What follows belongs to an exercise in optimizing a design on an open flow for small area and a short achievable clock period; a production flow would make more cautious choices. In this exercise RTL edits were held to simulation tests only and were not proved equivalent to the original. The flow treats the clock pin as an ideal source. Dropping or thinning the clock tree relies on that and would not hold on a real chip. Power and IR drop assume default switching activity.

run 1:
Design uart_wb, start of the top module:
module uart_wb #(
	parameter integer DIV_WIDTH = 8,
	parameter integer DW = 16
)(
	output wire uart_tx,
	input  wire uart_rx,
	input  wire [1:0]    wb_addr,
	output wire [DW-1:0] wb_rdata,
	input  wire [DW-1:0] wb_wdata,
	input  wire          wb_we,
	input  wire          wb_cyc,
	output wire          wb_ack,
	input  wire clk,
	input  wire rst
);
For scale: roughly 4800 cells after synthesis, ~41 I/O pins, ~86000 sq um of cells after synthesis.
Settings: LEC_CHECK=0, CAP_MARGIN=20, CORE_MARGIN=2, CORE_UTILIZATION=50, CTS_CLUSTER_DIAMETER=90, CTS_CLUSTER_SIZE=28, SETUP_SLACK_MARGIN=2.1, SLEW_MARGIN=20; clock period 4.0 ns.
standard.sh (not shown) runs the stock make flow with config.mk's settings and CLKGATE_MAP_FILE= SYNTH_SCRIPT=/design/flow/synth_recipe.tcl, a recipe that flattens the netlist after the stock synthesis.
==> flow/flow/run.sh <==
#!/bin/bash
# Layout flow: the standard flow (standard.sh) on a copy of the ORFS
# scripts with two changes:
# - cts.tcl builds the clock tree with flow/mycts.tcl (the clock port feeds
#   one root buffer per quarter of the die, each root 4 sub-roots, each
#   sub-root the leaf buffers of its part, each leaf buffer a cluster of
#   nearby flip-flops) in place of clock_tree_synthesis;
# - cts.tcl and global_route.tcl repair timing twice: first with the output
#   ports' output delay set to 0 (the paths to the outputs mostly depend on
#   the clock tree, and the repair otherwise stops at them), then, with the
#   constraint's output delay set back, as ORFS does.
# The timing repair may also resize cells to another footprint
# (MATCH_CELL_FOOTPRINT=0). Every other step is ORFS's own. Each step's log is in orfs/logs/, make's
# output in flow_make.log.
set -euo pipefail
W=$PWD
rm -rf "$W/orfs_scripts"
cp -r "$FLOW_HOME/scripts" "$W/orfs_scripts"
grep '^set_output_delay' "$W/constraint.sdc" > "$W/output_delay.sdc"
python3 - "$W/orfs_scripts" <<'PY'
import sys
d = sys.argv[1]
relaxed = ("set_output_delay 0 -clock [all_clocks] [all_outputs]\n  repair_timing_helper\n"
           "  source $::env(MY_OUTPUT_DELAY_SDC)\n  repair_timing_helper\n")
p = d + "/cts.tcl"
s = open(p).read()
old = "log_cmd clock_tree_synthesis {*}$cts_args\n"
assert s.count(old) == 1, "cts.tcl: clock_tree_synthesis call not found"
s = s.replace(old, "source $::env(MYCTS_TCL)\nset_propagated_clock [all_clocks]\n")
old = "  repair_timing_helper\n"
assert s.count(old) == 1, "cts.tcl: repair_timing_helper call not found"
s = s.replace(old, "  " + relaxed)
open(p, "w").write(s)
p = d + "/global_route.tcl"
s = open(p).read()
old = "    repair_timing_helper\n"
assert s.count(old) == 1, "global_route.tcl: repair_timing_helper call not found"
s = s.replace(old, "    " + relaxed.replace("\n  ", "\n    "))
open(p, "w").write(s)
PY
export SCRIPTS_DIR="$W/orfs_scripts"
export MYCTS_TCL="$W/flow/mycts.tcl"
export MY_OUTPUT_DELAY_SDC="$W/output_delay.sdc"
export MYCTS_LEAF=26
export MYCTS_SUB=1
# (on make's command line: the platform's config.mk sets it to 1)
bash standard.sh MATCH_CELL_FOOTPRINT=0 finish > "$W/flow_make.log" 2>&1
==> flow/flow/mycts.tcl <==
# Hand-built clock tree: the clock port feeds 4 root buffers (one per
# quarter of the die); each root feeds the leaf buffers of its quarter; each
# leaf buffer feeds a cluster of about MYCTS_LEAF flip-flops close together;
# with MYCTS_SUB set, each root feeds 4 sub-roots that feed the leaves
# (the quarter is cut in columns along x, each column in runs along y).
proc mycts_build {} {
  set block [ord::get_db_block]
  set db [ord::get_db]
  set buf [$db findMaster sky130_fd_sc_hd__clkbuf_16]
  set leaf_size [expr {[info exists ::env(MYCTS_LEAF)] ? $::env(MYCTS_LEAF) : 24}]
  set clk_net [$block findNet clk]
  # sinks: the instance pins on the clock net
  set sinks {}
  foreach it [$clk_net getITerms] {
    set inst [$it getInst]
    set bb [$inst getBBox]
    lappend sinks [list $it [expr {([$bb xMin]+[$bb xMax])/2}] [expr {([$bb yMin]+[$bb yMax])/2}]]
  }
  set n [llength $sinks]
  set die [$block getDieArea]
  set cx [expr {([$die xMin]+[$die xMax])/2}]
  set cy [expr {([$die yMin]+[$die yMax])/2}]
  # 4 regions: quadrants
  set regions {{} {} {} {}}
  foreach s $sinks {
    set q [expr {([lindex $s 1] >= $cx ? 1 : 0) + ([lindex $s 2] >= $cy ? 2 : 0)}]
    lset regions $q [concat [lindex $regions $q] [list $s]]
  }
  set li 0
  set ri 0
  foreach reg $regions {
    set m [llength $reg]
    if {$m == 0} continue
    # leaf clusters: strips along x, then runs along y inside each strip
    set nleaf [expr {int(ceil(double($m) / $leaf_size))}]
    set ncol [expr {max(1, int(round(sqrt($nleaf))))}]
    set bycol [lsort -integer -index 1 $reg]
    set percol [expr {int(ceil(double($m) / $ncol))}]
    set leaves {}
    for {set c 0} {$c < $ncol} {incr c} {
      set col [lrange $bycol [expr {$c*$percol}] [expr {($c+1)*$percol-1}]]
      if {[llength $col] == 0} continue
      set col [lsort -integer -index 2 $col]
      set k [expr {int(ceil(double([llength $col]) / $leaf_size))}]
      set per [expr {int(ceil(double([llength $col]) / $k))}]
      for {set j 0} {$j < $k} {incr j} {
        set cl [lrange $col [expr {$j*$per}] [expr {($j+1)*$per-1}]]
        if {[llength $cl] == 0} continue
        set sx 0; set sy 0
        foreach s $cl { incr sx [lindex $s 1]; incr sy [lindex $s 2] }
        set x [expr {$sx / [llength $cl]}]; set y [expr {$sy / [llength $cl]}]
        set inst [odb::dbInst_create $block $buf "clkbuf_leaf_$li"]
        $inst setLocation $x $y
        $inst setPlacementStatus PLACED
        set net [odb::dbNet_create $block "clknet_leaf_$li"]
        $net setSigType CLOCK
        foreach s $cl { set it [lindex $s 0]; $it disconnect; $it connect $net }
        [$inst findITerm X] connect $net
        lappend leaves [list $inst $x $y]
        incr li
      }
    }
    # root of the region, with MYCTS_SUB sub-roots in between (the leaves
    # split in 2 by x, then each half in 2 by y)
    set groups [list $leaves]
    if {[info exists ::env(MYCTS_SUB)] && $::env(MYCTS_SUB) > 0} {
      set byx [lsort -integer -index 1 $leaves]
      set h [expr {[llength $byx] / 2}]
      set groups {}
      foreach half [list [lrange $byx 0 [expr {$h-1}]] [lrange $byx $h end]] {
        set byy [lsort -integer -index 2 $half]
        set h2 [expr {[llength $byy] / 2}]
        foreach g [list [lrange $byy 0 [expr {$h2-1}]] [lrange $byy $h2 end]] {
          if {[llength $g]} { lappend groups $g }
        }
      }
    }
    set tops {}
    set si 0
    foreach g $groups {
      if {[llength $groups] == 1} { lappend tops {*}$g; break }
      set sx 0; set sy 0
      foreach l $g { incr sx [lindex $l 1]; incr sy [lindex $l 2] }
      set x [expr {$sx / [llength $g]}]; set y [expr {$sy / [llength $g]}]
      set sub [odb::dbInst_create $block $buf "clkbuf_sub_${ri}_$si"]
      $sub setLocation $x $y
      $sub setPlacementStatus PLACED
      set snet [odb::dbNet_create $block "clknet_sub_${ri}_$si"]
      $snet setSigType CLOCK
      [$sub findITerm X] connect $snet
      foreach l $g { [[lindex $l 0] findITerm A] connect $snet }
      lappend tops [list $sub $x $y]
      incr si
    }
    set sx 0; set sy 0
    foreach l $tops { incr sx [lindex $l 1]; incr sy [lindex $l 2] }
    set x [expr {$sx / [llength $tops]}]; set y [expr {$sy / [llength $tops]}]
    set root [odb::dbInst_create $block $buf "clkbuf_root_$ri"]
    $root setLocation $x $y
    $root setPlacementStatus PLACED
    set rnet [odb::dbNet_create $block "clknet_root_$ri"]
    $rnet setSigType CLOCK
    [$root findITerm X] connect $rnet
    foreach l $tops { [[lindex $l 0] findITerm A] connect $rnet }
    [$root findITerm A] connect $clk_net
    incr ri
  }
  puts "mycts: $n sinks, $li leaf buffers, $ri root buffers"
}
mycts_build
Looking at the reports, run 1 completed the entire flow and the layout it produced met the timing, design-rule and antenna checks.
Inputs modified between run 1 and run 2:
-- flow/flow/run.sh --
<<< run 1, line 10
#   the clock tree, and the repair otherwise stops at them), then, with the
#   constraint's output delay set back, as ORFS does.
# The timing repair may also resize cells to another footprint
# (MATCH_CELL_FOOTPRINT=0). Every other step is ORFS's own. Each step's log is in orfs/logs/, make's
# output in flow_make.log.
set -euo pipefail
>>> run 2, line 10
#   the clock tree, and the repair otherwise stops at them), then, with the
#   constraint's output delay set back, as ORFS does.
# Every other step is ORFS's own. Each step's log is in orfs/logs/, make's
# output in flow_make.log.
set -euo pipefail
<<< run 1, line 44
export MYCTS_LEAF=26
export MYCTS_SUB=1
# (on make's command line: the platform's config.mk sets it to 1)
bash standard.sh MATCH_CELL_FOOTPRINT=0 finish > "$W/flow_make.log" 2>&1
>>> run 2, line 43
export MYCTS_LEAF=26
export MYCTS_SUB=1
bash standard.sh finish > "$W/flow_make.log" 2>&1
-- flow/config.mk --
<<< run 1, line 11
export CTS_CLUSTER_DIAMETER = 90
export CTS_CLUSTER_SIZE = 28
export SETUP_SLACK_MARGIN = 2.1
export SLEW_MARGIN = 20
>>> run 2, line 11
export CTS_CLUSTER_DIAMETER = 90
export CTS_CLUSTER_SIZE = 28
export SETUP_SLACK_MARGIN = 1.9
export SLEW_MARGIN = 20
## What came out
Compared with run 1, run 2 shows final non-filler cell total that has gone down slightly. Compared to run 1, run 2 leaves more free space in the core. Between run 2 and run 1, the count of inverters other than clock inverters in the layout does not differ in any meaningful way. Run 2 vs. run 1: share of final-layout standard cells stronger than drive strength 1 went down; biggest cell delay along the critical path went down; total routed wirelength decreased by 0.61% relative to the old numbers; setup slack fell 190 ps. Relative to run 1, run 2 degrades maximum frequency. The worst hold slack of run 2 and that of run 1 are within noise of each other.
Relative to run 2, the following input files were edited for run 3:
-- flow/flow/run.sh --
<<< run 2, line 4
# - cts.tcl builds the clock tree with flow/mycts.tcl (the clock port feeds
#   one root buffer per quarter of the die, each root 4 sub-roots, each
#   sub-root the leaf buffers of its part, each leaf buffer a cluster of
#   nearby flip-flops) in place of clock_tree_synthesis;
# - cts.tcl and global_route.tcl repair timing twice: first with the output
#   ports' output delay set to 0 (the paths to the outputs mostly depend on
#   the clock tree, and the repair otherwise stops at them), then, with the
#   constraint's output delay set back, as ORFS does.
# Every other step is ORFS's own. Each step's log is in orfs/logs/, make's
# output in flow_make.log.
set -euo pipefail
>>> run 3, line 4
# - cts.tcl builds the clock tree with flow/mycts.tcl (the clock port feeds
#   one root buffer per quarter of the die, each root 4 sub-roots, each
#   sub-root the leaf buffers (clkbuf_8) of its part, each leaf buffer a
#   cluster of about 16 nearby flip-flops) in place of clock_tree_synthesis;
# - cts.tcl and global_route.tcl repair timing twice: first with the output
#   ports' output delay set to 0 (the paths to the outputs mostly depend on
#   the clock tree, and the repair otherwise stops at them), then, with the
#   constraint's output delay set back, as ORFS does.
# The timing repair may also resize cells to another footprint
# (MATCH_CELL_FOOTPRINT=0). Every other step is ORFS's own. Each step's log is in orfs/logs/, make's
# output in flow_make.log.
set -euo pipefail
<<< run 2, line 41
export MYCTS_TCL="$W/flow/mycts.tcl"
export MY_OUTPUT_DELAY_SDC="$W/output_delay.sdc"
export MYCTS_LEAF=26
export MYCTS_SUB=1
bash standard.sh finish > "$W/flow_make.log" 2>&1
>>> run 3, line 42
export MYCTS_TCL="$W/flow/mycts.tcl"
export MY_OUTPUT_DELAY_SDC="$W/output_delay.sdc"
export MYCTS_LEAF=16
export MYCTS_LEAF_BUF=sky130_fd_sc_hd__clkbuf_8
export MYCTS_SUB=1
# (on make's command line: the platform's config.mk sets it to 1)
bash standard.sh MATCH_CELL_FOOTPRINT=0 finish > "$W/flow_make.log" 2>&1
-- flow/flow/mycts.tcl --
<<< run 2, line 2
# quarter of the die); each root feeds the leaf buffers of its quarter; each
# leaf buffer feeds a cluster of about MYCTS_LEAF flip-flops close together;
# with MYCTS_SUB set, each root feeds 4 sub-roots that feed the leaves
# (the quarter is cut in columns along x, each column in runs along y).
proc mycts_build {} {
>>> run 3, line 2
# quarter of the die); each root feeds the leaf buffers of its quarter; each
# leaf buffer feeds a cluster of about MYCTS_LEAF flip-flops close together;
# with MYCTS_SUB set, each root feeds 4 sub-roots that feed the leaves;
# the leaf buffers are MYCTS_LEAF_BUF cells (clkbuf_16 by default)
# (the quarter is cut in columns along x, each column in runs along y).
proc mycts_build {} {
<<< run 2, line 8
  set db [ord::get_db]
  set buf [$db findMaster sky130_fd_sc_hd__clkbuf_16]
  set leaf_size [expr {[info exists ::env(MYCTS_LEAF)] ? $::env(MYCTS_LEAF) : 24}]
  set clk_net [$block findNet clk]
>>> run 3, line 9
  set db [ord::get_db]
  set buf [$db findMaster sky130_fd_sc_hd__clkbuf_16]
  set leaf_buf $buf
  if {[info exists ::env(MYCTS_LEAF_BUF)]} { set leaf_buf [$db findMaster $::env(MYCTS_LEAF_BUF)] }
  set leaf_size [expr {[info exists ::env(MYCTS_LEAF)] ? $::env(MYCTS_LEAF) : 24}]
  set clk_net [$block findNet clk]
<<< run 2, line 50
        foreach s $cl { incr sx [lindex $s 1]; incr sy [lindex $s 2] }
        set x [expr {$sx / [llength $cl]}]; set y [expr {$sy / [llength $cl]}]
        set inst [odb::dbInst_create $block $buf "clkbuf_leaf_$li"]
        $inst setLocation $x $y
        $inst setPlacementStatus PLACED
>>> run 3, line 53
        foreach s $cl { incr sx [lindex $s 1]; incr sy [lindex $s 2] }
        set x [expr {$sx / [llength $cl]}]; set y [expr {$sy / [llength $cl]}]
        set inst [odb::dbInst_create $block $leaf_buf "clkbuf_leaf_$li"]
        $inst setLocation $x $y
        $inst setPlacementStatus PLACED
-- flow/config.mk --
<<< run 2, line 11
export CTS_CLUSTER_DIAMETER = 90
export CTS_CLUSTER_SIZE = 28
export SETUP_SLACK_MARGIN = 1.9
export SLEW_MARGIN = 20
>>> run 3, line 11
export CTS_CLUSTER_DIAMETER = 90
export CTS_CLUSTER_SIZE = 28
export SETUP_SLACK_MARGIN = 2.1
export SLEW_MARGIN = 20
Results
- Relative to run 2, the cell count measured on run 3 has increased slightly.
- Between run 2 and run 3, per-cell via count in the routed design is lower for run 3, run 2 comes in above that.
- Diff run 2 and run 3: global-route usage lower in run 2
- Run 3 vs. run 2: clock network fraction of total power lost 1.4 points, critical path depth in cells up 3, internal power consumption went down 0.92 mW, total design power now smaller.
Relative to run 3, the following input files were edited for run 4:
-- flow/flow/run.sh --
<<< run 3, line 4
# - cts.tcl builds the clock tree with flow/mycts.tcl (the clock port feeds
#   one root buffer per quarter of the die, each root 4 sub-roots, each
#   sub-root the leaf buffers (clkbuf_8) of its part, each leaf buffer a
#   cluster of about 16 nearby flip-flops) in place of clock_tree_synthesis;
# - cts.tcl and global_route.tcl repair timing twice: first with the output
#   ports' output delay set to 0 (the paths to the outputs mostly depend on
>>> run 4, line 4
# - cts.tcl builds the clock tree with flow/mycts.tcl (the clock port feeds
#   one root buffer per quarter of the die, each root 4 sub-roots, each
#   sub-root the leaf buffers of its part, each leaf buffer a cluster of
#   nearby flip-flops) in place of clock_tree_synthesis;
# - cts.tcl and global_route.tcl repair timing twice: first with the output
#   ports' output delay set to 0 (the paths to the outputs mostly depend on
<<< run 3, line 42
export MYCTS_TCL="$W/flow/mycts.tcl"
export MY_OUTPUT_DELAY_SDC="$W/output_delay.sdc"
export MYCTS_LEAF=16
export MYCTS_LEAF_BUF=sky130_fd_sc_hd__clkbuf_8
export MYCTS_SUB=1
# (on make's command line: the platform's config.mk sets it to 1)
>>> run 4, line 42
export MYCTS_TCL="$W/flow/mycts.tcl"
export MY_OUTPUT_DELAY_SDC="$W/output_delay.sdc"
export MYCTS_LEAF=26
export MYCTS_SUB=1
# (on make's command line: the platform's config.mk sets it to 1)
-- flow/flow/mycts.tcl --
<<< run 3, line 2
# quarter of the die); each root feeds the leaf buffers of its quarter; each
# leaf buffer feeds a cluster of about MYCTS_LEAF flip-flops close together;
# with MYCTS_SUB set, each root feeds 4 sub-roots that feed the leaves;
# the leaf buffers are MYCTS_LEAF_BUF cells (clkbuf_16 by default)
# (the quarter is cut in columns along x, each column in runs along y).
proc mycts_build {} {
>>> run 4, line 2
# quarter of the die); each root feeds the leaf buffers of its quarter; each
# leaf buffer feeds a cluster of about MYCTS_LEAF flip-flops close together;
# with MYCTS_SUB set, each root feeds 4 sub-roots that feed the leaves
# (the quarter is cut in columns along x, each column in runs along y).
proc mycts_build {} {
<<< run 3, line 9
  set db [ord::get_db]
  set buf [$db findMaster sky130_fd_sc_hd__clkbuf_16]
  set leaf_buf $buf
  if {[info exists ::env(MYCTS_LEAF_BUF)]} { set leaf_buf [$db findMaster $::env(MYCTS_LEAF_BUF)] }
  set leaf_size [expr {[info exists ::env(MYCTS_LEAF)] ? $::env(MYCTS_LEAF) : 24}]
  set clk_net [$block findNet clk]
>>> run 4, line 8
  set db [ord::get_db]
  set buf [$db findMaster sky130_fd_sc_hd__clkbuf_16]
  set leaf_size [expr {[info exists ::env(MYCTS_LEAF)] ? $::env(MYCTS_LEAF) : 24}]
  set clk_net [$block findNet clk]
<<< run 3, line 53
        foreach s $cl { incr sx [lindex $s 1]; incr sy [lindex $s 2] }
        set x [expr {$sx / [llength $cl]}]; set y [expr {$sy / [llength $cl]}]
        set inst [odb::dbInst_create $block $leaf_buf "clkbuf_leaf_$li"]
        $inst setLocation $x $y
        $inst setPlacementStatus PLACED
>>> run 4, line 50
        foreach s $cl { incr sx [lindex $s 1]; incr sy [lindex $s 2] }
        set x [expr {$sx / [llength $cl]}]; set y [expr {$sy / [llength $cl]}]
        set inst [odb::dbInst_create $block $buf "clkbuf_leaf_$li"]
        $inst setLocation $x $y
        $inst setPlacementStatus PLACED
-- flow/config.mk --
<<< run 3, line 11
export CTS_CLUSTER_DIAMETER = 90
export CTS_CLUSTER_SIZE = 28
export SETUP_SLACK_MARGIN = 2.1
export SLEW_MARGIN = 20
>>> run 4, line 11
export CTS_CLUSTER_DIAMETER = 90
export CTS_CLUSTER_SIZE = 28
export SETUP_SLACK_MARGIN = 2.2
export SLEW_MARGIN = 20
### Flow results
- Going from run 3 to run 4, number of buffers added for setup after CTS up 50; wire length per cell up 0.18 um; combinational power up about 4%.
No run of this note takes its clock network from TritonCTS; it comes from the design's own scripts or RTL.

port drivers added, routing unchanged:
The results above use ideal ports. As a check the final layouts listed here were re-extracted and re-timed, cells and wires unchanged.
Step 1 (the two cells are an assumption about what drives the block):
set clk [get_ports {clk}]
set_driving_cell -lib_cell sky130_fd_sc_hd__clkbuf_16 $clk
set_driving_cell -lib_cell sky130_fd_sc_hd__buf_2 [delete_from_list [all_inputs] $clk]
Step 2 times the ports against the registers' clock, not the clock port: input delays grow and output delays shrink by t, the midpoint of the rising clock arrivals with the driver on.
Slacks: no drivers / after step 1 / after step 2; pairs: no drivers / after step 1.
run	t, ns	slack for setup (ns)	worst setup path after step 2	pins driven straight from the clock port
run 1	0.734	2.054 / 1.896 / 1.563	input to register	4
run 2	0.733	1.862 / 1.764 / 1.388	input to register	4
run 3	0.744	2.029 / 1.877 / 1.597	input to register	4
run 4	0.742	2.056 / 1.926 / 1.646	input to register	4
After both steps every run listed still meets setup and hold. The setup slack of run 1, which loses most, moves by -0.158 ns with the drivers and by -0.491 ns with both steps.
